From an optimization exercise on the open Yosys and OpenROAD flow, aimed at small area and a short achievable clock period; shortcuts taken in it are not production practice.
Function was checked by simulation only, so behaviour that the tests miss may differ from the original.
No activity file was given, so power comes from the tool's default toggle rates.

<file path="flow/design.v">
module multiplier_int(clk, a, one, two, neg, b, p);
  input clk;
  input [15:0] a;
  input [7:0] one, two, neg;
  input [15:0] b;
  output [31:0] p;
  reg [15:0] a_r;
  reg [7:0] one_r, two_r, neg_r;
  wire pp0_0;
  wire pp0_1;
  wire pp0_2;
  wire pp0_3;
  wire pp0_4;
  wire pp0_5;
  wire pp0_6;
  wire pp0_7;
  wire pp0_8;
  wire pp0_9;
  wire pp0_10;
  wire pp0_11;
  wire pp0_12;
  wire pp0_13;
  wire pp0_14;
  wire pp0_15;
  wire pp0_16;
  wire pp1_0;
  wire pp1_1;
  wire pp1_2;
  wire pp1_3;
  wire pp1_4;
  wire pp1_5;
  wire pp1_6;
  wire pp1_7;
  wire pp1_8;
  wire pp1_9;
  wire pp1_10;
  wire pp1_11;
  wire pp1_12;
  wire pp1_13;
  wire pp1_14;
  wire pp1_15;
  wire pp1_16;
  wire pp2_0;
  wire pp2_1;
  wire pp2_2;
  wire pp2_3;
  wire pp2_4;
  wire pp2_5;
  wire pp2_6;
  wire pp2_7;
  wire pp2_8;
  wire pp2_9;
  wire pp2_10;
  wire pp2_11;
  wire pp2_12;
  wire pp2_13;
  wire pp2_14;
  wire pp2_15;
  wire pp2_16;
  wire pp3_0;
  wire pp3_1;
  wire pp3_2;
  wire pp3_3;
  wire pp3_4;
  wire pp3_5;
  wire pp3_6;
  wire pp3_7;
  wire pp3_8;
  wire pp3_9;
  wire pp3_10;
  wire pp3_11;
  wire pp3_12;
  wire pp3_13;
  wire pp3_14;
  wire pp3_15;
  wire pp3_16;
  wire pp4_0;
  wire pp4_1;
  wire pp4_2;
  wire pp4_3;
  wire pp4_4;
  wire pp4_5;
  wire pp4_6;
  wire pp4_7;
  wire pp4_8;
  wire pp4_9;
  wire pp4_10;
  wire pp4_11;
  wire pp4_12;
  wire pp4_13;
  wire pp4_14;
  wire pp4_15;
  wire pp4_16;
  wire pp5_0;
  wire pp5_1;
  wire pp5_2;
  wire pp5_3;
  wire pp5_4;
  wire pp5_5;
  wire pp5_6;
  wire pp5_7;
  wire pp5_8;
  wire pp5_9;
  wire pp5_10;
  wire pp5_11;
  wire pp5_12;
  wire pp5_13;
  wire pp5_14;
  wire pp5_15;
  wire pp5_16;
  wire pp6_0;
  wire pp6_1;
  wire pp6_2;
  wire pp6_3;
  wire pp6_4;
  wire pp6_5;
  wire pp6_6;
  wire pp6_7;
  wire pp6_8;
  wire pp6_9;
  wire pp6_10;
  wire pp6_11;
  wire pp6_12;
  wire pp6_13;
  wire pp6_14;
  wire pp6_15;
  wire pp6_16;
  wire pp7_0;
  wire pp7_1;
  wire pp7_2;
  wire pp7_3;
  wire pp7_4;
  wire pp7_5;
  wire pp7_6;
  wire pp7_7;
  wire pp7_8;
  wire pp7_9;
  wire pp7_10;
  wire pp7_11;
  wire pp7_12;
  wire pp7_13;
  wire pp7_14;
  wire pp7_15;
  wire pp7_16;
  wire s1;
  wire c2;
  wire s3;
  wire c4;
  wire s5;
  wire c6;
  wire s7;
  wire c8;
  wire s9;
  wire c10;
  wire s11;
  wire c12;
  wire s13;
  wire c14;
  wire s15;
  wire c16;
  wire s17;
  wire c18;
  wire s19;
  wire c20;
  wire s21;
  wire c22;
  wire s23;
  wire c24;
  wire s25;
  wire c26;
  wire s27;
  wire c28;
  wire s29;
  wire c30;
  wire s31;
  wire c32;
  wire s33;
  wire c34;
  wire s35;
  wire c36;
  wire s37;
  wire c38;
  wire s39;
  wire c40;
  wire s41;
  wire c42;
  wire s43;
  wire c44;
  wire s45;
  wire c46;
  wire s47;
  wire c48;
  wire s49;
  wire c50;
  wire s51;
  wire c52;
  wire s53;
  wire c54;
  wire s55;
  wire c56;
  wire s57;
  wire c58;
  wire s59;
  wire c60;
  wire s61;
  wire c62;
  wire s63;
  wire c64;
  wire s65;
  wire c66;
  wire s67;
  wire c68;
  wire s69;
  wire c70;
  wire s71;
  wire c72;
  wire s73;
  wire c74;
  wire s75;
  wire c76;
  wire s77;
  wire c78;
  wire s79;
  wire c80;
  wire s81;
  wire c82;
  wire s83;
  wire c84;
  wire s85;
  wire c86;
  wire s87;
  wire c88;
  wire s89;
  wire c90;
  wire s91;
  wire c92;
  wire s93;
  wire c94;
  wire s95;
  wire c96;
  wire s97;
  wire c98;
  wire s99;
  wire c100;
  wire s101;
  wire c102;
  wire s103;
  wire c104;
  wire s105;
  wire c106;
  wire s107;
  wire c108;
  wire s109;
  wire c110;
  wire s111;
  wire c112;
  wire s113;
  wire c114;
  wire s115;
  wire c116;
  wire s117;
  wire c118;
  wire s119;
  wire c120;
  wire s121;
  wire c122;
  wire s123;
  wire c124;
  wire s125;
  wire c126;
  wire s127;
  wire c128;
  wire s129;
  wire c130;
  wire s131;
  wire c132;
  wire s133;
  wire c134;
  wire s135;
  wire c136;
  wire s137;
  wire c138;
  wire s139;
  wire c140;
  wire s141;
  wire c142;
  wire s143;
  wire c144;
  wire s145;
  wire c146;
  wire s147;
  wire c148;
  wire s149;
  wire c150;
  wire s151;
  wire c152;
  wire s153;
  wire c154;
  wire s155;
  wire c156;
  wire s157;
  wire c158;
  wire s159;
  wire c160;
  wire s161;
  wire c162;
  wire s163;
  wire c164;
  wire s165;
  wire c166;
  wire s167;
  wire c168;
  wire s169;
  wire c170;
  wire s171;
  wire c172;
  wire s173;
  wire c174;
  wire s175;
  wire c176;
  wire s177;
  wire c178;
  wire s179;
  wire c180;
  wire s181;
  wire c182;
  wire s183;
  wire c184;
  wire s185;
  wire c186;
  wire s187;
  wire c188;
  wire s189;
  wire c190;
  wire s191;
  wire c192;
  wire s193;
  wire c194;
  wire s195;
  wire c196;
  wire s197;
  wire c198;
  wire s199;
  wire c200;
  wire s201;
  wire c202;
  wire s203;
  wire c204;
  wire s205;
  wire c206;
  wire s207;
  wire c208;
  wire s209;
  wire c210;
  wire s211;
  wire c212;
  wire s213;
  wire c214;
  wire s215;
  wire c216;
  wire s217;
  wire c218;
  wire s219;
  wire c220;
  wire s221;
  wire c222;
  wire s223;
  wire c224;
  reg t3_0_0;
  reg t3_0_1;
  reg t3_1_0;
  reg t3_2_0;
  reg t3_2_1;
  reg t3_2_2;
  reg t3_3_0;
  reg t3_3_1;
  reg t3_4_0;
  reg t3_4_1;
  reg t3_4_2;
  reg t3_5_0;
  reg t3_5_1;
  reg t3_5_2;
  reg t3_6_0;
  reg t3_6_1;
  reg t3_6_2;
  reg t3_7_0;
  reg t3_7_1;
  reg t3_7_2;
  reg t3_8_0;
  reg t3_8_1;
  reg t3_8_2;
  reg t3_9_0;
  reg t3_9_1;
  reg t3_9_2;
  reg t3_10_0;
  reg t3_10_1;
  reg t3_10_2;
  reg t3_11_0;
  reg t3_11_1;
  reg t3_11_2;
  reg t3_12_0;
  reg t3_12_1;
  reg t3_12_2;
  reg t3_13_0;
  reg t3_13_1;
  reg t3_13_2;
  reg t3_14_0;
  reg t3_14_1;
  reg t3_14_2;
  reg t3_15_0;
  reg t3_15_1;
  reg t3_15_2;
  reg t3_16_0;
  reg t3_16_1;
  reg t3_16_2;
  reg t3_17_0;
  reg t3_17_1;
  reg t3_17_2;
  reg t3_18_0;
  reg t3_18_1;
  reg t3_18_2;
  reg t3_19_0;
  reg t3_19_1;
  reg t3_19_2;
  reg t3_20_0;
  reg t3_20_1;
  reg t3_20_2;
  reg t3_21_0;
  reg t3_21_1;
  reg t3_21_2;
  reg t3_22_0;
  reg t3_22_1;
  reg t3_22_2;
  reg t3_23_0;
  reg t3_23_1;
  reg t3_23_2;
  reg t3_24_0;
  reg t3_24_1;
  reg t3_24_2;
  reg t3_25_0;
  reg t3_25_1;
  reg t3_25_2;
  reg t3_26_0;
  reg t3_26_1;
  reg t3_26_2;
  reg t3_27_0;
  reg t3_27_2;
  reg t3_28_0;
  reg t3_28_1;
  reg t3_28_2;
  reg t3_29_0;
  reg t3_30_0;
  always @(posedge clk) begin
    a_r <= a;
    one_r <= one; two_r <= two; neg_r <= neg;
    t3_0_0 <= pp0_0;
    t3_0_1 <= neg_r[0];
    t3_1_0 <= pp0_1;
    t3_2_0 <= pp0_2;
    t3_2_1 <= pp1_0;
    t3_2_2 <= neg_r[1];
    t3_3_0 <= pp0_3;
    t3_3_1 <= pp1_1;
    t3_4_0 <= s121;
    t3_4_1 <= pp2_0;
    t3_4_2 <= neg_r[2];
    t3_5_0 <= s123;
    t3_5_1 <= pp2_1;
    t3_5_2 <= c122;
    t3_6_0 <= s125;
    t3_6_1 <= neg_r[3];
    t3_6_2 <= c124;
    t3_7_0 <= s127;
    t3_7_1 <= c50;
    t3_7_2 <= c126;
    t3_8_0 <= s129;
    t3_8_1 <= c52;
    t3_8_2 <= c128;
    t3_9_0 <= s131;
    t3_9_1 <= c56;
    t3_9_2 <= c130;
    t3_10_0 <= s133;
    t3_10_1 <= c60;
    t3_10_2 <= c132;
    t3_11_0 <= s135;
    t3_11_1 <= c64;
    t3_11_2 <= c134;
    t3_12_0 <= s137;
    t3_12_1 <= c68;
    t3_12_2 <= c136;
    t3_13_0 <= s139;
    t3_13_1 <= c72;
    t3_13_2 <= c138;
    t3_14_0 <= s141;
    t3_14_1 <= c76;
    t3_14_2 <= c140;
    t3_15_0 <= s143;
    t3_15_1 <= c80;
    t3_15_2 <= c142;
    t3_16_0 <= s145;
    t3_16_1 <= c84;
    t3_16_2 <= c144;
    t3_17_0 <= s147;
    t3_17_1 <= c88;
    t3_17_2 <= c146;
    t3_18_0 <= s149;
    t3_18_1 <= c92;
    t3_18_2 <= c148;
    t3_19_0 <= s151;
    t3_19_1 <= c96;
    t3_19_2 <= c150;
    t3_20_0 <= s153;
    t3_20_1 <= c100;
    t3_20_2 <= c152;
    t3_21_0 <= s155;
    t3_21_1 <= c104;
    t3_21_2 <= c154;
    t3_22_0 <= s157;
    t3_22_1 <= c108;
    t3_22_2 <= c156;
    t3_23_0 <= s159;
    t3_23_1 <= c112;
    t3_23_2 <= c158;
    t3_24_0 <= s161;
    t3_24_1 <= c116;
    t3_24_2 <= c160;
    t3_25_0 <= s163;
    t3_25_1 <= c118;
    t3_25_2 <= c162;
    t3_26_0 <= s165;
    t3_26_1 <= c120;
    t3_26_2 <= c164;
    t3_27_0 <= s167;
    t3_27_2 <= c166;
    t3_28_0 <= pp6_16;
    t3_28_1 <= pp7_14;
    t3_28_2 <= c168;
    t3_29_0 <= pp7_15;
    t3_30_0 <= pp7_16;
  end
  assign pp0_0 = (one_r[0] & a_r[0]) ^ neg_r[0];
  assign pp0_1 = ((one_r[0] & a_r[1]) | (two_r[0] & a_r[0])) ^ neg_r[0];
  assign pp0_2 = ((one_r[0] & a_r[2]) | (two_r[0] & a_r[1])) ^ neg_r[0];
  assign pp0_3 = ((one_r[0] & a_r[3]) | (two_r[0] & a_r[2])) ^ neg_r[0];
  assign pp0_4 = ((one_r[0] & a_r[4]) | (two_r[0] & a_r[3])) ^ neg_r[0];
  assign pp0_5 = ((one_r[0] & a_r[5]) | (two_r[0] & a_r[4])) ^ neg_r[0];
  assign pp0_6 = ((one_r[0] & a_r[6]) | (two_r[0] & a_r[5])) ^ neg_r[0];
  assign pp0_7 = ((one_r[0] & a_r[7]) | (two_r[0] & a_r[6])) ^ neg_r[0];
  assign pp0_8 = ((one_r[0] & a_r[8]) | (two_r[0] & a_r[7])) ^ neg_r[0];
  assign pp0_9 = ((one_r[0] & a_r[9]) | (two_r[0] & a_r[8])) ^ neg_r[0];
  assign pp0_10 = ((one_r[0] & a_r[10]) | (two_r[0] & a_r[9])) ^ neg_r[0];
  assign pp0_11 = ((one_r[0] & a_r[11]) | (two_r[0] & a_r[10])) ^ neg_r[0];
  assign pp0_12 = ((one_r[0] & a_r[12]) | (two_r[0] & a_r[11])) ^ neg_r[0];
  assign pp0_13 = ((one_r[0] & a_r[13]) | (two_r[0] & a_r[12])) ^ neg_r[0];
  assign pp0_14 = ((one_r[0] & a_r[14]) | (two_r[0] & a_r[13])) ^ neg_r[0];
  assign pp0_15 = ((one_r[0] & a_r[15]) | (two_r[0] & a_r[14])) ^ neg_r[0];
  assign pp0_16 = ~(((one_r[0] & a_r[15]) | (two_r[0] & a_r[15])) ^ neg_r[0]);
  assign pp1_0 = (one_r[1] & a_r[0]) ^ neg_r[1];
  assign pp1_1 = ((one_r[1] & a_r[1]) | (two_r[1] & a_r[0])) ^ neg_r[1];
  assign pp1_2 = ((one_r[1] & a_r[2]) | (two_r[1] & a_r[1])) ^ neg_r[1];
  assign pp1_3 = ((one_r[1] & a_r[3]) | (two_r[1] & a_r[2])) ^ neg_r[1];
  assign pp1_4 = ((one_r[1] & a_r[4]) | (two_r[1] & a_r[3])) ^ neg_r[1];
  assign pp1_5 = ((one_r[1] & a_r[5]) | (two_r[1] & a_r[4])) ^ neg_r[1];
  assign pp1_6 = ((one_r[1] & a_r[6]) | (two_r[1] & a_r[5])) ^ neg_r[1];
  assign pp1_7 = ((one_r[1] & a_r[7]) | (two_r[1] & a_r[6])) ^ neg_r[1];
  assign pp1_8 = ((one_r[1] & a_r[8]) | (two_r[1] & a_r[7])) ^ neg_r[1];
  assign pp1_9 = ((one_r[1] & a_r[9]) | (two_r[1] & a_r[8])) ^ neg_r[1];
  assign pp1_10 = ((one_r[1] & a_r[10]) | (two_r[1] & a_r[9])) ^ neg_r[1];
  assign pp1_11 = ((one_r[1] & a_r[11]) | (two_r[1] & a_r[10])) ^ neg_r[1];
  assign pp1_12 = ((one_r[1] & a_r[12]) | (two_r[1] & a_r[11])) ^ neg_r[1];
  assign pp1_13 = ((one_r[1] & a_r[13]) | (two_r[1] & a_r[12])) ^ neg_r[1];
  assign pp1_14 = ((one_r[1] & a_r[14]) | (two_r[1] & a_r[13])) ^ neg_r[1];
  assign pp1_15 = ((one_r[1] & a_r[15]) | (two_r[1] & a_r[14])) ^ neg_r[1];
  assign pp1_16 = ~(((one_r[1] & a_r[15]) | (two_r[1] & a_r[15])) ^ neg_r[1]);
  assign pp2_0 = (one_r[2] & a_r[0]) ^ neg_r[2];
  assign pp2_1 = ((one_r[2] & a_r[1]) | (two_r[2] & a_r[0])) ^ neg_r[2];
  assign pp2_2 = ((one_r[2] & a_r[2]) | (two_r[2] & a_r[1])) ^ neg_r[2];
  assign pp2_3 = ((one_r[2] & a_r[3]) | (two_r[2] & a_r[2])) ^ neg_r[2];
  assign pp2_4 = ((one_r[2] & a_r[4]) | (two_r[2] & a_r[3])) ^ neg_r[2];
  assign pp2_5 = ((one_r[2] & a_r[5]) | (two_r[2] & a_r[4])) ^ neg_r[2];
  assign pp2_6 = ((one_r[2] & a_r[6]) | (two_r[2] & a_r[5])) ^ neg_r[2];
  assign pp2_7 = ((one_r[2] & a_r[7]) | (two_r[2] & a_r[6])) ^ neg_r[2];
  assign pp2_8 = ((one_r[2] & a_r[8]) | (two_r[2] & a_r[7])) ^ neg_r[2];
  assign pp2_9 = ((one_r[2] & a_r[9]) | (two_r[2] & a_r[8])) ^ neg_r[2];
  assign pp2_10 = ((one_r[2] & a_r[10]) | (two_r[2] & a_r[9])) ^ neg_r[2];
  assign pp2_11 = ((one_r[2] & a_r[11]) | (two_r[2] & a_r[10])) ^ neg_r[2];
  assign pp2_12 = ((one_r[2] & a_r[12]) | (two_r[2] & a_r[11])) ^ neg_r[2];
  assign pp2_13 = ((one_r[2] & a_r[13]) | (two_r[2] & a_r[12])) ^ neg_r[2];
  assign pp2_14 = ((one_r[2] & a_r[14]) | (two_r[2] & a_r[13])) ^ neg_r[2];
  assign pp2_15 = ((one_r[2] & a_r[15]) | (two_r[2] & a_r[14])) ^ neg_r[2];
  assign pp2_16 = ~(((one_r[2] & a_r[15]) | (two_r[2] & a_r[15])) ^ neg_r[2]);
  assign pp3_0 = (one_r[3] & a_r[0]) ^ neg_r[3];
  assign pp3_1 = ((one_r[3] & a_r[1]) | (two_r[3] & a_r[0])) ^ neg_r[3];
  assign pp3_2 = ((one_r[3] & a_r[2]) | (two_r[3] & a_r[1])) ^ neg_r[3];
  assign pp3_3 = ((one_r[3] & a_r[3]) | (two_r[3] & a_r[2])) ^ neg_r[3];
  assign pp3_4 = ((one_r[3] & a_r[4]) | (two_r[3] & a_r[3])) ^ neg_r[3];
  assign pp3_5 = ((one_r[3] & a_r[5]) | (two_r[3] & a_r[4])) ^ neg_r[3];
  assign pp3_6 = ((one_r[3] & a_r[6]) | (two_r[3] & a_r[5])) ^ neg_r[3];
  assign pp3_7 = ((one_r[3] & a_r[7]) | (two_r[3] & a_r[6])) ^ neg_r[3];
  assign pp3_8 = ((one_r[3] & a_r[8]) | (two_r[3] & a_r[7])) ^ neg_r[3];
  assign pp3_9 = ((one_r[3] & a_r[9]) | (two_r[3] & a_r[8])) ^ neg_r[3];
  assign pp3_10 = ((one_r[3] & a_r[10]) | (two_r[3] & a_r[9])) ^ neg_r[3];
  assign pp3_11 = ((one_r[3] & a_r[11]) | (two_r[3] & a_r[10])) ^ neg_r[3];
  assign pp3_12 = ((one_r[3] & a_r[12]) | (two_r[3] & a_r[11])) ^ neg_r[3];
  assign pp3_13 = ((one_r[3] & a_r[13]) | (two_r[3] & a_r[12])) ^ neg_r[3];
  assign pp3_14 = ((one_r[3] & a_r[14]) | (two_r[3] & a_r[13])) ^ neg_r[3];
  assign pp3_15 = ((one_r[3] & a_r[15]) | (two_r[3] & a_r[14])) ^ neg_r[3];
  assign pp3_16 = ~(((one_r[3] & a_r[15]) | (two_r[3] & a_r[15])) ^ neg_r[3]);
  assign pp4_0 = (one_r[4] & a_r[0]) ^ neg_r[4];
  assign pp4_1 = ((one_r[4] & a_r[1]) | (two_r[4] & a_r[0])) ^ neg_r[4];
  assign pp4_2 = ((one_r[4] & a_r[2]) | (two_r[4] & a_r[1])) ^ neg_r[4];
  assign pp4_3 = ((one_r[4] & a_r[3]) | (two_r[4] & a_r[2])) ^ neg_r[4];
  assign pp4_4 = ((one_r[4] & a_r[4]) | (two_r[4] & a_r[3])) ^ neg_r[4];
  assign pp4_5 = ((one_r[4] & a_r[5]) | (two_r[4] & a_r[4])) ^ neg_r[4];
  assign pp4_6 = ((one_r[4] & a_r[6]) | (two_r[4] & a_r[5])) ^ neg_r[4];
  assign pp4_7 = ((one_r[4] & a_r[7]) | (two_r[4] & a_r[6])) ^ neg_r[4];
  assign pp4_8 = ((one_r[4] & a_r[8]) | (two_r[4] & a_r[7])) ^ neg_r[4];
  assign pp4_9 = ((one_r[4] & a_r[9]) | (two_r[4] & a_r[8])) ^ neg_r[4];
  assign pp4_10 = ((one_r[4] & a_r[10]) | (two_r[4] & a_r[9])) ^ neg_r[4];
  assign pp4_11 = ((one_r[4] & a_r[11]) | (two_r[4] & a_r[10])) ^ neg_r[4];
  assign pp4_12 = ((one_r[4] & a_r[12]) | (two_r[4] & a_r[11])) ^ neg_r[4];
  assign pp4_13 = ((one_r[4] & a_r[13]) | (two_r[4] & a_r[12])) ^ neg_r[4];
  assign pp4_14 = ((one_r[4] & a_r[14]) | (two_r[4] & a_r[13])) ^ neg_r[4];
  assign pp4_15 = ((one_r[4] & a_r[15]) | (two_r[4] & a_r[14])) ^ neg_r[4];
  assign pp4_16 = ~(((one_r[4] & a_r[15]) | (two_r[4] & a_r[15])) ^ neg_r[4]);
  assign pp5_0 = (one_r[5] & a_r[0]) ^ neg_r[5];
  assign pp5_1 = ((one_r[5] & a_r[1]) | (two_r[5] & a_r[0])) ^ neg_r[5];
  assign pp5_2 = ((one_r[5] & a_r[2]) | (two_r[5] & a_r[1])) ^ neg_r[5];
  assign pp5_3 = ((one_r[5] & a_r[3]) | (two_r[5] & a_r[2])) ^ neg_r[5];
  assign pp5_4 = ((one_r[5] & a_r[4]) | (two_r[5] & a_r[3])) ^ neg_r[5];
  assign pp5_5 = ((one_r[5] & a_r[5]) | (two_r[5] & a_r[4])) ^ neg_r[5];
  assign pp5_6 = ((one_r[5] & a_r[6]) | (two_r[5] & a_r[5])) ^ neg_r[5];
  assign pp5_7 = ((one_r[5] & a_r[7]) | (two_r[5] & a_r[6])) ^ neg_r[5];
  assign pp5_8 = ((one_r[5] & a_r[8]) | (two_r[5] & a_r[7])) ^ neg_r[5];
  assign pp5_9 = ((one_r[5] & a_r[9]) | (two_r[5] & a_r[8])) ^ neg_r[5];
  assign pp5_10 = ((one_r[5] & a_r[10]) | (two_r[5] & a_r[9])) ^ neg_r[5];
  assign pp5_11 = ((one_r[5] & a_r[11]) | (two_r[5] & a_r[10])) ^ neg_r[5];
  assign pp5_12 = ((one_r[5] & a_r[12]) | (two_r[5] & a_r[11])) ^ neg_r[5];
  assign pp5_13 = ((one_r[5] & a_r[13]) | (two_r[5] & a_r[12])) ^ neg_r[5];
  assign pp5_14 = ((one_r[5] & a_r[14]) | (two_r[5] & a_r[13])) ^ neg_r[5];
  assign pp5_15 = ((one_r[5] & a_r[15]) | (two_r[5] & a_r[14])) ^ neg_r[5];
  assign pp5_16 = ~(((one_r[5] & a_r[15]) | (two_r[5] & a_r[15])) ^ neg_r[5]);
  assign pp6_0 = (one_r[6] & a_r[0]) ^ neg_r[6];
  assign pp6_1 = ((one_r[6] & a_r[1]) | (two_r[6] & a_r[0])) ^ neg_r[6];
  assign pp6_2 = ((one_r[6] & a_r[2]) | (two_r[6] & a_r[1])) ^ neg_r[6];
  assign pp6_3 = ((one_r[6] & a_r[3]) | (two_r[6] & a_r[2])) ^ neg_r[6];
  assign pp6_4 = ((one_r[6] & a_r[4]) | (two_r[6] & a_r[3])) ^ neg_r[6];
  assign pp6_5 = ((one_r[6] & a_r[5]) | (two_r[6] & a_r[4])) ^ neg_r[6];
  assign pp6_6 = ((one_r[6] & a_r[6]) | (two_r[6] & a_r[5])) ^ neg_r[6];
  assign pp6_7 = ((one_r[6] & a_r[7]) | (two_r[6] & a_r[6])) ^ neg_r[6];
  assign pp6_8 = ((one_r[6] & a_r[8]) | (two_r[6] & a_r[7])) ^ neg_r[6];
  assign pp6_9 = ((one_r[6] & a_r[9]) | (two_r[6] & a_r[8])) ^ neg_r[6];
  assign pp6_10 = ((one_r[6] & a_r[10]) | (two_r[6] & a_r[9])) ^ neg_r[6];
  assign pp6_11 = ((one_r[6] & a_r[11]) | (two_r[6] & a_r[10])) ^ neg_r[6];
  assign pp6_12 = ((one_r[6] & a_r[12]) | (two_r[6] & a_r[11])) ^ neg_r[6];
  assign pp6_13 = ((one_r[6] & a_r[13]) | (two_r[6] & a_r[12])) ^ neg_r[6];
  assign pp6_14 = ((one_r[6] & a_r[14]) | (two_r[6] & a_r[13])) ^ neg_r[6];
  assign pp6_15 = ((one_r[6] & a_r[15]) | (two_r[6] & a_r[14])) ^ neg_r[6];
  assign pp6_16 = ~(((one_r[6] & a_r[15]) | (two_r[6] & a_r[15])) ^ neg_r[6]);
  assign pp7_0 = (one_r[7] & a_r[0]) ^ neg_r[7];
  assign pp7_1 = ((one_r[7] & a_r[1]) | (two_r[7] & a_r[0])) ^ neg_r[7];
  assign pp7_2 = ((one_r[7] & a_r[2]) | (two_r[7] & a_r[1])) ^ neg_r[7];
  assign pp7_3 = ((one_r[7] & a_r[3]) | (two_r[7] & a_r[2])) ^ neg_r[7];
  assign pp7_4 = ((one_r[7] & a_r[4]) | (two_r[7] & a_r[3])) ^ neg_r[7];
  assign pp7_5 = ((one_r[7] & a_r[5]) | (two_r[7] & a_r[4])) ^ neg_r[7];
  assign pp7_6 = ((one_r[7] & a_r[6]) | (two_r[7] & a_r[5])) ^ neg_r[7];
  assign pp7_7 = ((one_r[7] & a_r[7]) | (two_r[7] & a_r[6])) ^ neg_r[7];
  assign pp7_8 = ((one_r[7] & a_r[8]) | (two_r[7] & a_r[7])) ^ neg_r[7];
  assign pp7_9 = ((one_r[7] & a_r[9]) | (two_r[7] & a_r[8])) ^ neg_r[7];
  assign pp7_10 = ((one_r[7] & a_r[10]) | (two_r[7] & a_r[9])) ^ neg_r[7];
  assign pp7_11 = ((one_r[7] & a_r[11]) | (two_r[7] & a_r[10])) ^ neg_r[7];
  assign pp7_12 = ((one_r[7] & a_r[12]) | (two_r[7] & a_r[11])) ^ neg_r[7];
  assign pp7_13 = ((one_r[7] & a_r[13]) | (two_r[7] & a_r[12])) ^ neg_r[7];
  assign pp7_14 = ((one_r[7] & a_r[14]) | (two_r[7] & a_r[13])) ^ neg_r[7];
  assign pp7_15 = ((one_r[7] & a_r[15]) | (two_r[7] & a_r[14])) ^ neg_r[7];
  assign pp7_16 = ~(((one_r[7] & a_r[15]) | (two_r[7] & a_r[15])) ^ neg_r[7]);
  assign s1 = pp0_10 ^ pp1_8;
  assign c2 = pp0_10 & pp1_8;
  assign s3 = pp0_11 ^ pp1_9;
  assign c4 = pp0_11 & pp1_9;
  assign s5 = pp0_12 ^ pp1_10 ^ pp2_8;
  assign c6 = (pp0_12 & pp1_10) | (pp0_12 & pp2_8) | (pp1_10 & pp2_8);
  assign s7 = pp3_6 ^ pp4_4;
  assign c8 = pp3_6 & pp4_4;
  assign s9 = pp0_13 ^ pp1_11 ^ pp2_9;
  assign c10 = (pp0_13 & pp1_11) | (pp0_13 & pp2_9) | (pp1_11 & pp2_9);
  assign s11 = pp3_7 ^ pp4_5;
  assign c12 = pp3_7 & pp4_5;
  assign s13 = pp0_14 ^ pp1_12 ^ pp2_10;
  assign c14 = (pp0_14 & pp1_12) | (pp0_14 & pp2_10) | (pp1_12 & pp2_10);
  assign s15 = pp3_8 ^ pp4_6 ^ pp5_4;
  assign c16 = (pp3_8 & pp4_6) | (pp3_8 & pp5_4) | (pp4_6 & pp5_4);
  assign s17 = pp6_2 ^ pp7_0;
  assign c18 = pp6_2 & pp7_0;
  assign s19 = pp0_15 ^ pp1_13 ^ pp2_11;
  assign c20 = (pp0_15 & pp1_13) | (pp0_15 & pp2_11) | (pp1_13 & pp2_11);
  assign s21 = pp3_9 ^ pp4_7 ^ pp5_5;
  assign c22 = (pp3_9 & pp4_7) | (pp3_9 & pp5_5) | (pp4_7 & pp5_5);
  assign s23 = pp6_3 ^ pp7_1;
  assign c24 = pp6_3 & pp7_1;
  assign s25 = pp0_16 ^ pp1_14 ^ pp2_12;
  assign c26 = (pp0_16 & pp1_14) | (pp0_16 & pp2_12) | (pp1_14 & pp2_12);
  assign s27 = pp3_10 ^ pp4_8 ^ pp5_6;
  assign c28 = (pp3_10 & pp4_8) | (pp3_10 & pp5_6) | (pp4_8 & pp5_6);
  assign s29 = pp6_4 ^ pp7_2 ^ 1'b1;
  assign c30 = (pp6_4 & pp7_2) | (pp6_4 & 1'b1) | (pp7_2 & 1'b1);
  assign s31 = pp1_15 ^ pp2_13 ^ pp3_11;
  assign c32 = (pp1_15 & pp2_13) | (pp1_15 & pp3_11) | (pp2_13 & pp3_11);
  assign s33 = pp4_9 ^ pp5_7 ^ pp6_5;
  assign c34 = (pp4_9 & pp5_7) | (pp4_9 & pp6_5) | (pp5_7 & pp6_5);
  assign s35 = pp7_3 ^ 1'b1;
  assign c36 = pp7_3 & 1'b1;
  assign s37 = pp1_16 ^ pp2_14 ^ pp3_12;
  assign c38 = (pp1_16 & pp2_14) | (pp1_16 & pp3_12) | (pp2_14 & pp3_12);
  assign s39 = pp4_10 ^ pp5_8 ^ pp6_6;
  assign c40 = (pp4_10 & pp5_8) | (pp4_10 & pp6_6) | (pp5_8 & pp6_6);
  assign s41 = pp2_15 ^ pp3_13 ^ pp4_11;
  assign c42 = (pp2_15 & pp3_13) | (pp2_15 & pp4_11) | (pp3_13 & pp4_11);
  assign s43 = pp5_9 ^ pp6_7;
  assign c44 = pp5_9 & pp6_7;
  assign s45 = pp2_16 ^ pp3_14 ^ pp4_12;
  assign c46 = (pp2_16 & pp3_14) | (pp2_16 & pp4_12) | (pp3_14 & pp4_12);
  assign s47 = pp3_15 ^ pp4_13;
  assign c48 = pp3_15 & pp4_13;
  assign s49 = pp0_6 ^ pp1_4;
  assign c50 = pp0_6 & pp1_4;
  assign s51 = pp0_7 ^ pp1_5;
  assign c52 = pp0_7 & pp1_5;
  assign s53 = pp0_8 ^ pp1_6 ^ pp2_4;
  assign c54 = (pp0_8 & pp1_6) | (pp0_8 & pp2_4) | (pp1_6 & pp2_4);
  assign s55 = pp3_2 ^ pp4_0;
  assign c56 = pp3_2 & pp4_0;
  assign s57 = pp0_9 ^ pp1_7 ^ pp2_5;
  assign c58 = (pp0_9 & pp1_7) | (pp0_9 & pp2_5) | (pp1_7 & pp2_5);
  assign s59 = pp3_3 ^ pp4_1;
  assign c60 = pp3_3 & pp4_1;
  assign s61 = s1 ^ pp2_6 ^ pp3_4;
  assign c62 = (s1 & pp2_6) | (s1 & pp3_4) | (pp2_6 & pp3_4);
  assign s63 = pp4_2 ^ pp5_0 ^ neg_r[5];
  assign c64 = (pp4_2 & pp5_0) | (pp4_2 & neg_r[5]) | (pp5_0 & neg_r[5]);
  assign s65 = s3 ^ pp2_7 ^ pp3_5;
  assign c66 = (s3 & pp2_7) | (s3 & pp3_5) | (pp2_7 & pp3_5);
  assign s67 = pp4_3 ^ pp5_1 ^ c2;
  assign c68 = (pp4_3 & pp5_1) | (pp4_3 & c2) | (pp5_1 & c2);
  assign s69 = s5 ^ s7 ^ pp5_2;
  assign c70 = (s5 & s7) | (s5 & pp5_2) | (s7 & pp5_2);
  assign s71 = pp6_0 ^ neg_r[6] ^ c4;
  assign c72 = (pp6_0 & neg_r[6]) | (pp6_0 & c4) | (neg_r[6] & c4);
  assign s73 = s9 ^ s11 ^ pp5_3;
  assign c74 = (s9 & s11) | (s9 & pp5_3) | (s11 & pp5_3);
  assign s75 = pp6_1 ^ c6 ^ c8;
  assign c76 = (pp6_1 & c6) | (pp6_1 & c8) | (c6 & c8);
  assign s77 = s13 ^ s15 ^ s17;
  assign c78 = (s13 & s15) | (s13 & s17) | (s15 & s17);
  assign s79 = neg_r[7] ^ c10 ^ c12;
  assign c80 = (neg_r[7] & c10) | (neg_r[7] & c12) | (c10 & c12);
  assign s81 = s19 ^ s21 ^ s23;
  assign c82 = (s19 & s21) | (s19 & s23) | (s21 & s23);
  assign s83 = c14 ^ c16 ^ c18;
  assign c84 = (c14 & c16) | (c14 & c18) | (c16 & c18);
  assign s85 = s25 ^ s27 ^ s29;
  assign c86 = (s25 & s27) | (s25 & s29) | (s27 & s29);
  assign s87 = c20 ^ c22 ^ c24;
  assign c88 = (c20 & c22) | (c20 & c24) | (c22 & c24);
  assign s89 = s31 ^ s33 ^ s35;
  assign c90 = (s31 & s33) | (s31 & s35) | (s33 & s35);
  assign s91 = c26 ^ c28 ^ c30;
  assign c92 = (c26 & c28) | (c26 & c30) | (c28 & c30);
  assign s93 = s37 ^ s39 ^ pp7_4;
  assign c94 = (s37 & s39) | (s37 & pp7_4) | (s39 & pp7_4);
  assign s95 = c32 ^ c34 ^ c36;
  assign c96 = (c32 & c34) | (c32 & c36) | (c34 & c36);
  assign s97 = s41 ^ s43 ^ pp7_5;
  assign c98 = (s41 & s43) | (s41 & pp7_5) | (s43 & pp7_5);
  assign s99 = 1'b1 ^ c38 ^ c40;
  assign c100 = (1'b1 & c38) | (1'b1 & c40) | (c38 & c40);
  assign s101 = s45 ^ pp5_10 ^ pp6_8;
  assign c102 = (s45 & pp5_10) | (s45 & pp6_8) | (pp5_10 & pp6_8);
  assign s103 = pp7_6 ^ c42 ^ c44;
  assign c104 = (pp7_6 & c42) | (pp7_6 & c44) | (c42 & c44);
  assign s105 = s47 ^ pp5_11 ^ pp6_9;
  assign c106 = (s47 & pp5_11) | (s47 & pp6_9) | (pp5_11 & pp6_9);
  assign s107 = pp7_7 ^ 1'b1 ^ c46;
  assign c108 = (pp7_7 & 1'b1) | (pp7_7 & c46) | (1'b1 & c46);
  assign s109 = pp3_16 ^ pp4_14 ^ pp5_12;
  assign c110 = (pp3_16 & pp4_14) | (pp3_16 & pp5_12) | (pp4_14 & pp5_12);
  assign s111 = pp6_10 ^ pp7_8 ^ c48;
  assign c112 = (pp6_10 & pp7_8) | (pp6_10 & c48) | (pp7_8 & c48);
  assign s113 = pp4_15 ^ pp5_13 ^ pp6_11;
  assign c114 = (pp4_15 & pp5_13) | (pp4_15 & pp6_11) | (pp5_13 & pp6_11);
  assign s115 = pp7_9 ^ 1'b1;
  assign c116 = pp7_9 & 1'b1;
  assign s117 = pp4_16 ^ pp5_14 ^ pp6_12;
  assign c118 = (pp4_16 & pp5_14) | (pp4_16 & pp6_12) | (pp5_14 & pp6_12);
  assign s119 = pp5_15 ^ pp6_13;
  assign c120 = pp5_15 & pp6_13;
  assign s121 = pp0_4 ^ pp1_2;
  assign c122 = pp0_4 & pp1_2;
  assign s123 = pp0_5 ^ pp1_3;
  assign c124 = pp0_5 & pp1_3;
  assign s125 = s49 ^ pp2_2 ^ pp3_0;
  assign c126 = (s49 & pp2_2) | (s49 & pp3_0) | (pp2_2 & pp3_0);
  assign s127 = s51 ^ pp2_3 ^ pp3_1;
  assign c128 = (s51 & pp2_3) | (s51 & pp3_1) | (pp2_3 & pp3_1);
  assign s129 = s53 ^ s55 ^ neg_r[4];
  assign c130 = (s53 & s55) | (s53 & neg_r[4]) | (s55 & neg_r[4]);
  assign s131 = s57 ^ s59 ^ c54;
  assign c132 = (s57 & s59) | (s57 & c54) | (s59 & c54);
  assign s133 = s61 ^ s63 ^ c58;
  assign c134 = (s61 & s63) | (s61 & c58) | (s63 & c58);
  assign s135 = s65 ^ s67 ^ c62;
  assign c136 = (s65 & s67) | (s65 & c62) | (s67 & c62);
  assign s137 = s69 ^ s71 ^ c66;
  assign c138 = (s69 & s71) | (s69 & c66) | (s71 & c66);
  assign s139 = s73 ^ s75 ^ c70;
  assign c140 = (s73 & s75) | (s73 & c70) | (s75 & c70);
  assign s141 = s77 ^ s79 ^ c74;
  assign c142 = (s77 & s79) | (s77 & c74) | (s79 & c74);
  assign s143 = s81 ^ s83 ^ c78;
  assign c144 = (s81 & s83) | (s81 & c78) | (s83 & c78);
  assign s145 = s85 ^ s87 ^ c82;
  assign c146 = (s85 & s87) | (s85 & c82) | (s87 & c82);
  assign s147 = s89 ^ s91 ^ c86;
  assign c148 = (s89 & s91) | (s89 & c86) | (s91 & c86);
  assign s149 = s93 ^ s95 ^ c90;
  assign c150 = (s93 & s95) | (s93 & c90) | (s95 & c90);
  assign s151 = s97 ^ s99 ^ c94;
  assign c152 = (s97 & s99) | (s97 & c94) | (s99 & c94);
  assign s153 = s101 ^ s103 ^ c98;
  assign c154 = (s101 & s103) | (s101 & c98) | (s103 & c98);
  assign s155 = s105 ^ s107 ^ c102;
  assign c156 = (s105 & s107) | (s105 & c102) | (s107 & c102);
  assign s157 = s109 ^ s111 ^ c106;
  assign c158 = (s109 & s111) | (s109 & c106) | (s111 & c106);
  assign s159 = s113 ^ s115 ^ c110;
  assign c160 = (s113 & s115) | (s113 & c110) | (s115 & c110);
  assign s161 = s117 ^ pp7_10 ^ c114;
  assign c162 = (s117 & pp7_10) | (s117 & c114) | (pp7_10 & c114);
  assign s163 = s119 ^ pp7_11 ^ 1'b1;
  assign c164 = (s119 & pp7_11) | (s119 & 1'b1) | (pp7_11 & 1'b1);
  assign s165 = pp5_16 ^ pp6_14 ^ pp7_12;
  assign c166 = (pp5_16 & pp6_14) | (pp5_16 & pp7_12) | (pp6_14 & pp7_12);
  assign s167 = pp6_15 ^ pp7_13;
  assign c168 = pp6_15 & pp7_13;
  assign s169 = t3_2_0 ^ t3_2_1;
  assign c170 = t3_2_0 & t3_2_1;
  assign s171 = t3_3_0 ^ t3_3_1;
  assign c172 = t3_3_0 & t3_3_1;
  assign s173 = t3_4_0 ^ t3_4_1 ^ t3_4_2;
  assign c174 = (t3_4_0 & t3_4_1) | (t3_4_0 & t3_4_2) | (t3_4_1 & t3_4_2);
  assign s175 = t3_5_0 ^ t3_5_1 ^ t3_5_2;
  assign c176 = (t3_5_0 & t3_5_1) | (t3_5_0 & t3_5_2) | (t3_5_1 & t3_5_2);
  assign s177 = t3_6_0 ^ t3_6_1 ^ t3_6_2;
  assign c178 = (t3_6_0 & t3_6_1) | (t3_6_0 & t3_6_2) | (t3_6_1 & t3_6_2);
  assign s179 = t3_7_0 ^ t3_7_1 ^ t3_7_2;
  assign c180 = (t3_7_0 & t3_7_1) | (t3_7_0 & t3_7_2) | (t3_7_1 & t3_7_2);
  assign s181 = t3_8_0 ^ t3_8_1 ^ t3_8_2;
  assign c182 = (t3_8_0 & t3_8_1) | (t3_8_0 & t3_8_2) | (t3_8_1 & t3_8_2);
  assign s183 = t3_9_0 ^ t3_9_1 ^ t3_9_2;
  assign c184 = (t3_9_0 & t3_9_1) | (t3_9_0 & t3_9_2) | (t3_9_1 & t3_9_2);
  assign s185 = t3_10_0 ^ t3_10_1 ^ t3_10_2;
  assign c186 = (t3_10_0 & t3_10_1) | (t3_10_0 & t3_10_2) | (t3_10_1 & t3_10_2);
  assign s187 = t3_11_0 ^ t3_11_1 ^ t3_11_2;
  assign c188 = (t3_11_0 & t3_11_1) | (t3_11_0 & t3_11_2) | (t3_11_1 & t3_11_2);
  assign s189 = t3_12_0 ^ t3_12_1 ^ t3_12_2;
  assign c190 = (t3_12_0 & t3_12_1) | (t3_12_0 & t3_12_2) | (t3_12_1 & t3_12_2);
  assign s191 = t3_13_0 ^ t3_13_1 ^ t3_13_2;
  assign c192 = (t3_13_0 & t3_13_1) | (t3_13_0 & t3_13_2) | (t3_13_1 & t3_13_2);
  assign s193 = t3_14_0 ^ t3_14_1 ^ t3_14_2;
  assign c194 = (t3_14_0 & t3_14_1) | (t3_14_0 & t3_14_2) | (t3_14_1 & t3_14_2);
  assign s195 = t3_15_0 ^ t3_15_1 ^ t3_15_2;
  assign c196 = (t3_15_0 & t3_15_1) | (t3_15_0 & t3_15_2) | (t3_15_1 & t3_15_2);
  assign s197 = t3_16_0 ^ t3_16_1 ^ t3_16_2;
  assign c198 = (t3_16_0 & t3_16_1) | (t3_16_0 & t3_16_2) | (t3_16_1 & t3_16_2);
  assign s199 = t3_17_0 ^ t3_17_1 ^ t3_17_2;
  assign c200 = (t3_17_0 & t3_17_1) | (t3_17_0 & t3_17_2) | (t3_17_1 & t3_17_2);
  assign s201 = t3_18_0 ^ t3_18_1 ^ t3_18_2;
  assign c202 = (t3_18_0 & t3_18_1) | (t3_18_0 & t3_18_2) | (t3_18_1 & t3_18_2);
  assign s203 = t3_19_0 ^ t3_19_1 ^ t3_19_2;
  assign c204 = (t3_19_0 & t3_19_1) | (t3_19_0 & t3_19_2) | (t3_19_1 & t3_19_2);
  assign s205 = t3_20_0 ^ t3_20_1 ^ t3_20_2;
  assign c206 = (t3_20_0 & t3_20_1) | (t3_20_0 & t3_20_2) | (t3_20_1 & t3_20_2);
  assign s207 = t3_21_0 ^ t3_21_1 ^ t3_21_2;
  assign c208 = (t3_21_0 & t3_21_1) | (t3_21_0 & t3_21_2) | (t3_21_1 & t3_21_2);
  assign s209 = t3_22_0 ^ t3_22_1 ^ t3_22_2;
  assign c210 = (t3_22_0 & t3_22_1) | (t3_22_0 & t3_22_2) | (t3_22_1 & t3_22_2);
  assign s211 = t3_23_0 ^ t3_23_1 ^ t3_23_2;
  assign c212 = (t3_23_0 & t3_23_1) | (t3_23_0 & t3_23_2) | (t3_23_1 & t3_23_2);
  assign s213 = t3_24_0 ^ t3_24_1 ^ t3_24_2;
  assign c214 = (t3_24_0 & t3_24_1) | (t3_24_0 & t3_24_2) | (t3_24_1 & t3_24_2);
  assign s215 = t3_25_0 ^ t3_25_1 ^ t3_25_2;
  assign c216 = (t3_25_0 & t3_25_1) | (t3_25_0 & t3_25_2) | (t3_25_1 & t3_25_2);
  assign s217 = t3_26_0 ^ t3_26_1 ^ t3_26_2;
  assign c218 = (t3_26_0 & t3_26_1) | (t3_26_0 & t3_26_2) | (t3_26_1 & t3_26_2);
  assign s219 = t3_27_0 ^ 1'b1 ^ t3_27_2;
  assign c220 = (t3_27_0 & 1'b1) | (t3_27_0 & t3_27_2) | (1'b1 & t3_27_2);
  assign s221 = t3_28_0 ^ t3_28_1 ^ t3_28_2;
  assign c222 = (t3_28_0 & t3_28_1) | (t3_28_0 & t3_28_2) | (t3_28_1 & t3_28_2);
  assign s223 = t3_29_0 ^ 1'b1;
  assign c224 = t3_29_0 & 1'b1;
  wire [31:0] rowA = {1'b1, t3_30_0, s223, s221, s219, s217, s215, s213, s211, s209, s207, s205, s203, s201, s199, s197, s195, s193, s191, s189, s187, s185, s183, s181, s179, s177, s175, s173, s171, s169, t3_1_0, t3_0_0};
  wire [31:0] rowB = {1'b0, c224, c222, c220, c218, c216, c214, c212, c210, c208, c206, c204, c202, c200, c198, c196, c194, c192, c190, c188, c186, c184, c182, c180, c178, c176, c174, c172, c170, t3_2_2, 1'b0, t3_0_1};
  assign p = rowA + rowB;
endmodule
module multiply_accumulate(
  clk,
  aresetn,
  reset,
  data,
  multi,
  result,
  overflow
);
  parameter I_OPP_W = 16;
  parameter O_OPP_W = 2 * I_OPP_W;
  input clk;
  input aresetn;
  input reset;
  input [I_OPP_W - 1:0] data;
  input [I_OPP_W - 1:0] multi;
  output reg [O_OPP_W - 1:0] result;
  output reg overflow;
  wire [16:0] bx = {multi, 1'b0};
  wire [7:0] one, two, neg;
  genvar g;
  generate for (g = 0; g < 8; g = g + 1) begin : enc
    assign one[g] = bx[2*g+1] ^ bx[2*g];
    assign two[g] = (bx[2*g+2] & ~bx[2*g+1] & ~bx[2*g]) | (~bx[2*g+2] & bx[2*g+1] & bx[2*g]);
    assign neg[g] = bx[2*g+2];
  end endgenerate
  wire [31:0] prod;
  multiplier_int u0(.clk(clk), .a(data), .one(one), .two(two), .neg(neg), .b(multi), .p(prod));
  localparam ND = 15;
  reg [30:0] pd [0:ND-2];
  integer i;
  always @(posedge clk) begin
    pd[0] <= prod[30:0];
    for (i = 1; i < ND - 1; i = i + 1)
      pd[i] <= pd[i-1];
  end
  wire [30:0] pp = pd[ND-2];
  wire [31:0] pfull = {pp[30] & (|pp[29:0]), pp};
  reg [4:0] cnt;
  reg [31:0] q;
  always @(posedge clk, negedge aresetn) begin
    if (aresetn == 0) begin
      cnt <= 0;
      q <= 0;
    end else begin
      if (cnt != 5'd16)
        cnt <= cnt + 5'd1;
      q <= (cnt == 5'd16) ? pfull : 32'd0;
    end
  end
  always @(posedge clk, negedge aresetn) begin
    if (aresetn == 0) begin
      result <= 0;
      overflow <= 0;
    end else if (reset == 1) begin
      result <= 0;
      overflow <= 0;
    end else begin
      result <= result + q;
      overflow <= result[O_OPP_W - 1] ^ q[31];
    end
  end
endmodule
</file>
<file path="flow/run.sh">
#!/bin/bash
# synth_recipe.tcl (not shown) runs the flow's synth.tcl, then flattens the netlist and writes it again
# the make line also repeats each setting of config.mk as NAME=value (left out here)
make -C /OpenROAD-flow-scripts/flow DESIGN_CONFIG=/design/flow/config.mk WORK_HOME=/design/flow/orfs CLKGATE_MAP_FILE= SYNTH_SCRIPT=/design/flow/synth_recipe.tcl finish
</file>
<file path="flow/config.mk">
export PLATFORM = sky130hd
export DESIGN_NAME = multiply_accumulate
export DESIGN_NICKNAME = multiply_accumulate
export VERILOG_FILES = /design/flow/design.v
export SDC_FILE = /design/flow/constraint.sdc
export NUM_CORES = 4
export LEC_CHECK = 0
export CAP_MARGIN = 20
export CORE_MARGIN = 2
export CORE_UTILIZATION = 40
export SETUP_SLACK_MARGIN = 2.0
export SLEW_MARGIN = 20
</file>
<file path="flow/constraint.sdc">
create_clock -name core_clock -period 4.5 [get_ports {clk}]
set_input_delay 0.9000 -clock core_clock [delete_from_list [all_inputs] [get_ports {clk}]]
set_output_delay 0.9000 -clock core_clock [all_outputs]
set_load 0.01 [all_outputs]
</file>
==> summary.md, run 1 <==
| Metric | Value |
|---|---|
| Status | timing/DRC/antenna clean |
| Met3 Resource Use GR | 0.0260 |
| Tot GR Track Use | 0.147 |
| Most used cell, CP | a211o_1 |
| Worst-path clk slew | 0.06 ns |
| Drt wl/cell | ~16 µm |
| Clock tree buffer depth | 3 |
| Area growth syn-to-layout | 24.0% |
| Pwr Density | 883 mW/mm² |
| Initial Util | 0.406 |
| Layout cells sized above 1 | 0.209 |
| Synthesized Nets | 1999 |
| Fin. max-slew vios | 0 |
| Yosys warning total | 3 |
| Die ar. | about 0.057 mm² |
| DR DRC count | 0 |
| Sequential Area | 0.0130 mm² |
| Worst-Skew Late Latency | 0.63 ns |
| Fill cell count | between 4000 and 5000 |
| CP Max Fanout | 4 |
| Nets@finish | approximately 2100 |
| Worst-margin pin slew | 0.726 ns |
| DIE WIDTH | 238 µm |
| Multi-input gate area | 0.00924 mm² |
| Largest net degree at the start of global routing | 41 |
| Final Hold Fails | 0 |
| Synth unique cells | 62 |
| Final GP Congestion | 0.848 |
| Via count | 12954 |
| Reg2reg start | q[1]$_DFF_PN0_ |
| Met1 Usage GRT | 0.171 |
| LEAKAGE | 11.4 nW |
| IO Port Bufs | 67 |
| Post-layout min period | 2.59 ns |
| Crit path from | q[1]$_DFF_PN0_ |
| Avg Vias per Cell | 4.84 |
| Peak Freq | between 0.3 and 0.4 GHz |
| Met2 global-route usage | 0.263 |
| Hold Buf Count CTS | 0 |
| Num Clock Sinks | 628 |
| Setup TNS | 0 ns |
| CP max stage delay | approximately 0.44 ns |
| Clock skew | 0.0507 ns |
| FP Rows | between 80 and 90 |
| Mapped Cells | 1793 |
| Crit path DAT | 3.10 ns |
| CP Capture Type | register |
| Die Height | 238 µm |
| CTS tree | yes |
| Peak supply drop | 437 µV |
| Slew headroom | 0.516 |
| Post-DP HPWL | 27.4 mm |
| Yosys reg bits | 628 |
| Hold WC Path Type | reg2reg |
| Synth area leaders | dfxtp_1, dfrtp_1, fa_1, xnor2_1, ha_1 |
| Fin util | 0.504 |
| Root buf cell | clkbuf_16 |
| Average instance area after synthesis | 12.2 µm² |
| Num CTS Buffers | 61 |
| ANT cells | 0 |
| Worst setup SP type | register |
| Mapped Area | 0.0219 mm² |
| CP max stage cell | dfrtp_2 |
| Post-synth EDFFs | 0 |
| Period Utilization, post-route | 0.576 |
| Crit path cell chain | ha_4, a211o_1, a211o_1, a21o_4, a2111oi_4, a31oi_1, mux2_1 |
| RSZ-0062 raised after global routing | yes |
| H-tree depth reported by CTS | 2 |
| Crit Path Category | reg2reg |
| Crit path max-delay family | compound AO/OA/AOI/OAI gates |
| Max capacitance violation total | 0 |
| Synth top area share | 0.509 |
| Pre-Repair DR Iteration Count | 5 |
| HP Start | pd[1][25]$_DFF_P_ |
| Ys flop type | dfxtp_1 |
| CP Buf/Inv Count | 0 |
| Setup violators final | 0 |
| Area leader, netlist | dfxtp_1 |
| Gr busiest metal | met2 |
| Post-DRT Antenna Nets | 0 |
| Ys async rst share | 0.111 |
| DRT iter0 DRCs | between 600 and 700 |
| Vias in the first global route | 13308 |
| Sequential share of the synthesized area | 0.589 |
| First-pass GRT wire length | 67.4 mm |
| Post-Route WL | 41.8 mm |
| Remaining global-route overflow | 0 |
| Req. time, crit path | about 5 ns |
| Initial antenna violation count | 0 |
| Top-Level Pins | 68 |
| Core area | 0.0540 mm² |
-- cells in the mapped netlist (4+ instances only) --
| library cell | count |
|---|---|
| dfxtp_1 | 558 |
| a22oi_1 | 124 |
| xnor2_1 | 124 |
| clkbuf_1 | 95 |
| ha_1 | 86 |
| fa_1 | 85 |
| inv_1 | 84 |
| dfrtp_1 | 70 |
| xor2_1 | 70 |
| a21oi_1 | 68 |
| nand2_1 | 57 |
| nor2_1 | 55 |
| o21ai_0 | 46 |
| and2_1 | 38 |
| a21o_1 | 22 |
| nand3_1 | 17 |
| nand4_1 | 16 |
| o21a_1 | 12 |
| a31oi_1 | 11 |
| nor2b_1 | 11 |
| and3_1 | 10 |
| nand2b_1 | 10 |
| nor3_1 | 10 |
| nor4_1 | 9 |
| a211oi_1 | 8 |
| mux2_2 | 7 |
| nand3b_1 | 7 |
| o221ai_1 | 7 |
| a221oi_1 | 6 |
| o211ai_1 | 6 |
| a211o_1 | 5 |
| buf_1 | 5 |
| a21boi_0 | 4 |
| o21bai_1 | 4 |
-- report_power, final --
part | switching, W | total [W] | internal, W
sequential | 0.000789 | 0.00897 | 0.00819
clock | 0.00210 | 0.00524 | 0.00314
combinational | 0.00536 | 0.00982 | 0.00446
total | 0.00824 | 0.0240 | 0.0158
-- sequential cells by signal, indices dropped and copies added (netlist names), 5 cells and up --
signal    cells
u0.one_r      8
u0.two_r      8
pd          434
q            32
u0.a_r       16
result       32
u0.neg_r      8
cnt           5
-- area by class of cell --
type	instances	share of cell area
clock inverters	24	0.0108
inverters	84	0.0116
well taps	696	0.0320
clock buffers	92	0.0693
multi-input cells	978	0.340
repair buffers	172	0.0571
flip-flops and latches	628	0.480
-- cells by family after synthesis --
kind of cell / synth area share
fa+ha+maj: 0.127
mux: 0.00456
simple gates: 0.0591
flops: 0.589
buf+inv: 0.0330
compound gates: 0.110
xor+xnor: 0.0775
-- worst paths after layout --
check,slack (ns),depth (start not counted),to
min in group asynchronous,0.33,1,result[4]$_DFF_PN0_
setup reg to reg,1.91,7,result[25]$_DFF_PN0_
max in group asynchronous,3.18,2,q[1]$_DFF_PN0_
hold reg to reg,0.28,0,pd[2][25]$_DFF_P_
setup / recovery,1.91,7,result[25]$_DFF_PN0_
hold / removal,0.28,0,pd[2][25]$_DFF_P_
-- layer usage --
layer | routed length [µm] | up-vias
li1 | - | 6345
met1 | 17900 | 6227
met2 | 20800 | 277
met3 | 1590 | 105
met4 | 1550 | 0
met5 | 0 | -
-- repair_timing --
| item | CTS | global route |
|---|---|---|
| buffers inserted | 76 | 19 |
| pin swaps | 57 | 59 |
| setup endpoints to repair | 66 | 62 |
| gates cloned | 0 | 0 |
| resized for setup | 156 | 105 |
-- stage by stage --
stage / hold WS, ns / power (W) / cells / worst slack [ns] / area (µm²)
after floorplan: 0.310 / 0.0148 / 1793 / 1.96 / 22500
after global placement: 0.310 / 0.0168 / 2463 / 1.44 / 23300
after detailed placement: 0.312 / 0.0170 / 2463 / 1.40 / 23300
after CTS: 0.268 / 0.0232 / 2655 / 1.86 / 26600
after global routing: 0.262 / 0.0257 / 2674 / 1.86 / 27200
final: 0.276 / 0.0240 / 2674 / 1.91 / 27200
-- cell usage in the layout (no fill, tap or decap), types with 8 or more instances in the layout --
cell type        netlist  layout
o21a_1                12      12
clkbuf_16              0      63
xor2_1                70      70
dfrtp_1               70      69
a21o_1                22      22
nand4_1               16      16
a21oi_1               68      52
a21oi_2                0      12
ha_4                   0      17
xnor2_2                0      10
and2_1                38      38
nor3_1                10       8
clkbuf_8               0      20
a22oi_2                0      36
a22oi_1              124      88
dfxtp_4                0      31
buf_4                  0      90
o21ai_0               46      38
ha_1                  86      57
nand2b_1              10      10
clkbuf_1              95       9
nand2_1               57      56
inv_1                 84      74
nor2_1                55      52
xnor2_1              124     114
dlymetal6s2s_1         0      16
fa_1                  85      76
nand3_1               17      17
ha_2                   0      12
inv_2                  0      10
buf_6                  3      14
fa_2                   0       9
clkdlybuf4s50_1        0      45
dfxtp_1              558     523
clkinv_2               0      10
nor2b_1               11      11
==> run 2, diff against run 1 <==
--- a/flow/config.mk
+++ b/flow/config.mk
@@ -9,3 +9,4 @@
 export CORE_MARGIN = 2
-export CORE_UTILIZATION = 40
+export CORE_UTILIZATION = 60
+export CTS_BUF_LIST = sky130_fd_sc_hd__clkbuf_4 sky130_fd_sc_hd__clkbuf_8
 export SETUP_SLACK_MARGIN = 2.0
==> summary.md, run 2 <==
| Metric | Value |
|---|---|
| Status | timing/DRC/antenna clean |
| Gr busiest metal | met2 |
| Crit path DAT | 3.11 ns (about the same) |
| Final GP Congestion | 0.914 (+7.7%) |
| Period Utilization, post-route | 0.578 (+0.00169) |
| Die ar. | 0.0381 mm² (-33%) |
| Reg2reg start | result[1]$_DFF_PN0_ |
| H-tree depth reported by CTS | 3 (+1) |
| Met1 Usage GRT | 0.245 (+0.0736) |
| HP Start | pd[0][20]$_DFF_P_ |
| Post-DP HPWL | 27.2 mm (-0.55%) |
| Largest regs | pd x434, q x32, result x32 |
| Drt wl/cell | 17.1 µm (+9.3%) |
| Synth unique cells | 62 (unchanged) |
| Fin. max-slew vios | 0 (unchanged) |
| Max capacitance violation total | 0 (unchanged) |
| Most frequent cell after synthesis | dfxtp_1 |
| RSZ-0062 raised after global routing | yes |
| CTS tree | yes |
| Max FFs per register | 434 (unchanged) |
| Num CTS Buffers | 90 (+48%) |
| Post-DRT Antenna Nets | 0 (unchanged) |
| Post-Route WL | 42.6 mm (+1.9%) |
| Synth cell count leaders | dfxtp_1, a22oi_1, xnor2_1, clkbuf_1, ha_1 |
| IO Port Bufs | 67 (unchanged) |
| Non-Filler Instances | 2493 (-6.8%) |
| Ys flop type | dfxtp_1 |
| Largest net degree at the start of global routing | 42 (+2.4%) |
| CP Capture Type | register |
| Synth area leaders | dfxtp_1, dfrtp_1, fa_1, xnor2_1, ha_1 |
| First-pass GRT wire length | 67.7 mm (+0.46%) |
| LEAKAGE | 11.4 nW (-0.41%) |
| Clock skew | 0.0213 ns (-0.0294 ns) |
| Most frequent cells in the layout | dfxtp_1, xnor2_1, clkbuf_8, buf_4, fa_1 |
| RR Endpoint | result[25]$_DFF_PN0_ |
| Slew headroom | 0.374 (-0.142) |
| Met3 Resource Use GR | 0.0489 (+0.0228) |
| Mapped Cells | 1793 (unchanged) |
| Largest Register | pd |
| Yosys warning total | 3 (unchanged) |
| Die Height | 195 µm (-18%) |
| Synth top area share | 0.509 (unchanged) |
| Top-Level Pins | 68 (unchanged) |
| CP Max Fanout | 3 (-1) |
| Hold WC Path Type | reg2reg |
| Post-synth EDFFs | 0 (unchanged) |
| Peak Freq | 0.384 GHz (-0.29%) |
| Min-Delay Path Depth | 0 (unchanged) |
| Layout cells sized above 1 | 0.227 (+0.0179) |
| Sequential share of the synthesized area | 0.589 (unchanged) |
| Worst hold endpoint | pd[1][20]$_DFF_P_ |
| Synthesized Nets | 1999 (unchanged) |
| DR DRC count | 0 (unchanged) |
| Initial Util | 0.603 (+0.197) |
| Yosys reg bits | 628 (unchanged) |
| Hold Buf Count CTS | 0 (unchanged) |
| Area growth syn-to-layout | 22.2% |
| Worst-Skew Late Latency | 0.64 ns (about the same) |
| Met2 global-route usage | 0.408 (+0.144) |
| Mapped Area | 0.0219 mm² (unchanged) |
| Num Clock Sinks | 628 (unchanged) |
| Peak supply drop | 393 µV (-9.9%) |
| Area leader, netlist | dfxtp_1 |
| Core area | 0.0363 mm² (-33%) |
| DRT iter0 DRCs | 517 (-18%) |
| Worst setup SP type | register |
| Most common cell after layout, fill and taps aside | dfxtp_1 |
| Via count | 13330 (+2.9%) |
| Final Hold Fails | 0 (unchanged) |
| Worst-path clk slew | 0.06 ns (about the same) |
| Remaining global-route overflow | 0 (unchanged) |
| Tot GR Track Use | 0.224 (+0.0765) |
| Vias in the first global route | 13850 (+4.1%) |
| Initial antenna violation count | 1 (+1) |
| Nets@finish | 2162 (+1.5%) |
| Crit Path Category | reg2reg |
| Pwr Density | 889 mW/mm² (+0.67%) |
| Clock tree buffer depth | 3 (unchanged) |
| Average instance area after synthesis | 12.2 µm² (unchanged) |
| R2R depth | 7 (unchanged) |
| Root buf cell | clkbuf_8 |
| Avg Vias per Cell | 5.35 (+10%) |
| Ys async rst share | 0.111 (unchanged) |
| Fin util | 0.738 (+0.234) |
| Inst Count DP | 2240 (-9.1%) |
| Setup violators final | 0 (unchanged) |
| ANT cells | 0 (unchanged) |
| Reg-to-reg slack, setup | 1.90 ns (about the same) |
| DIE WIDTH | 195 µm (-18%) |
| Pre-Repair DR Iteration Count | 5 (unchanged) |
| FP Rows | 70 (-18%) |
| Req. time, crit path | 5.01 ns (about the same) |
| Setup TNS | 0 ns (unchanged) |
| Post-layout min period | 2.60 ns (+0.00762 ns) |
| Worst-margin pin slew | 0.939 ns (+0.213 ns) |
| Fill cell count | 2406 (-49%) |
## run 2: cell counts after synthesis
Identical to the previous run, type by type.
## run 2: metal layers
metal | vias up | part of all wire | wire, µm
met5 | - | 0.00038 | 16
met4 | 2 | 0.040 | 1720
met3 | 128 | 0.048 | 2060
met2 | 368 | 0.52 | 22100
met1 | 6419 | 0.39 | 16700
li1 | 6413 | - | -
## run 2: per-stage QoR
| stage | worst slack [ns] | hold slack [ns] | cell area [µm²] | power (W) |
|---|---|---|---|---|
| global route | 1.82 | 0.317 | 26800 | 0.0254 |
| detailed placement | 1.41 | 0.312 | 23100 | 0.0170 |
| finish | 1.90 | 0.317 | 26800 | 0.0238 |
| CTS | 1.80 | 0.310 | 26000 | 0.0229 |
| global placement | 1.41 | 0.310 | 23100 | 0.0167 |
| floorplan | 1.96 | 0.310 | 22500 | 0.0148 |
## run 2: cell type report
cell class	count	area [µm²]	area share
inverter	84	315	0.0118
sequential	628	13000	0.486
tap	468	586	0.0218
clock buffer	136	1700	0.0633
multi-input combinational	978	9310	0.347
timing repair buffer	174	1580	0.0591
clock inverter	25	294	0.0110
## run 2: worst max-delay path by stage
stage	start	endpoint	slack, ns
2_1_floorplan	u0.one_r[3]$_DFF_P_	u0.t3_18_0$_DFF_P_	1.96
3_3_place_gp	u0.a_r[12]$_DFF_P_	u0.t3_16_0$_DFF_P_	1.41
3_5_place_dp	u0.neg_r[2]$_DFF_P_	u0.t3_16_0$_DFF_P_	1.41
4_1_cts	q[1]$_DFF_PN0_	result[25]$_DFF_PN0_	1.80
5_1_grt	result[1]$_DFF_PN0_	result[18]$_DFF_PN0_	1.82
6_report	result[1]$_DFF_PN0_	result[25]$_DFF_PN0_	1.90
## run 2: worst max-delay path, stage by stage (launching register included)
cell and delay (ns):
dfrtp_1 0.41, ha_4 0.25, a211o_1 0.31, a211o_1 0.36, a21o_4 0.25, a2111oi_4 0.39, a31oi_2 0.18, mux2_4 0.32
## run 2: logic make-up (layout without fill, tap and decap cells)
logic type	after synthesis	after routing	share of synthesized area
xor+xnor	194	194	0.0775
compound gates	351	351	0.110
fa+ha+maj	171	171	0.127
buf+inv	187	419	0.0330
simple gates	253	253	0.0591
flops	628	628	0.589
mux	9	9	0.00456
## run 2: power by group
part	internal, W	switching, W	leakage, nW
clock network	0.00272	0.00205	1.05
logic	0.00456	0.00551	4.75
registers	0.00819	0.000819	5.58
total	0.0155	0.00837	11.4
## run 2: what timing repair did
| item | CTS | global route |
|---|---|---|
| pin swaps | 28 | 67 |
| resized for setup | 162 | 102 |
| setup buffers | 55 | 37 |
| endpoints found under the setup margin | 76 | 52 |
| cloned | 0 | 0 |

-- afterwards: timing with drivers on the ports --
In the flow no input, the clock included, has a driving cell. The finished layouts below were timed again as built, in two steps.
Step 1, drivers: a clkbuf_16 drives clk and a buf_2 each remaining input, both assumed.
Step 2, shift: input delay + t, output delay - t, t = (earliest + latest rising clock arrival at the registers) / 2. This alone moves slack from input paths to output paths.
Three values: ideal, step 1, step 2; two values: the first two.
run | t (ns) | slack for setup (ns) | latest minus earliest clock arrival (ns) | slew at the worst register clock pin (ns) | worst slew at a driven data input, ns
run 1 | 0.656 | 1.907 / 1.907 / 1.752 | 0.052 / 0.052 | 0.07 / 0.07 | 0.04
run 2 | 0.682 | 1.899 / 1.899 / 1.757 | 0.031 / 0.031 | 0.07 / 0.07 | 0.04
After both steps setup and hold are still met in every run listed. For run 1, which loses most, drivers alone change the setup slack by 0.000 ns; drivers and shift together by -0.155 ns.
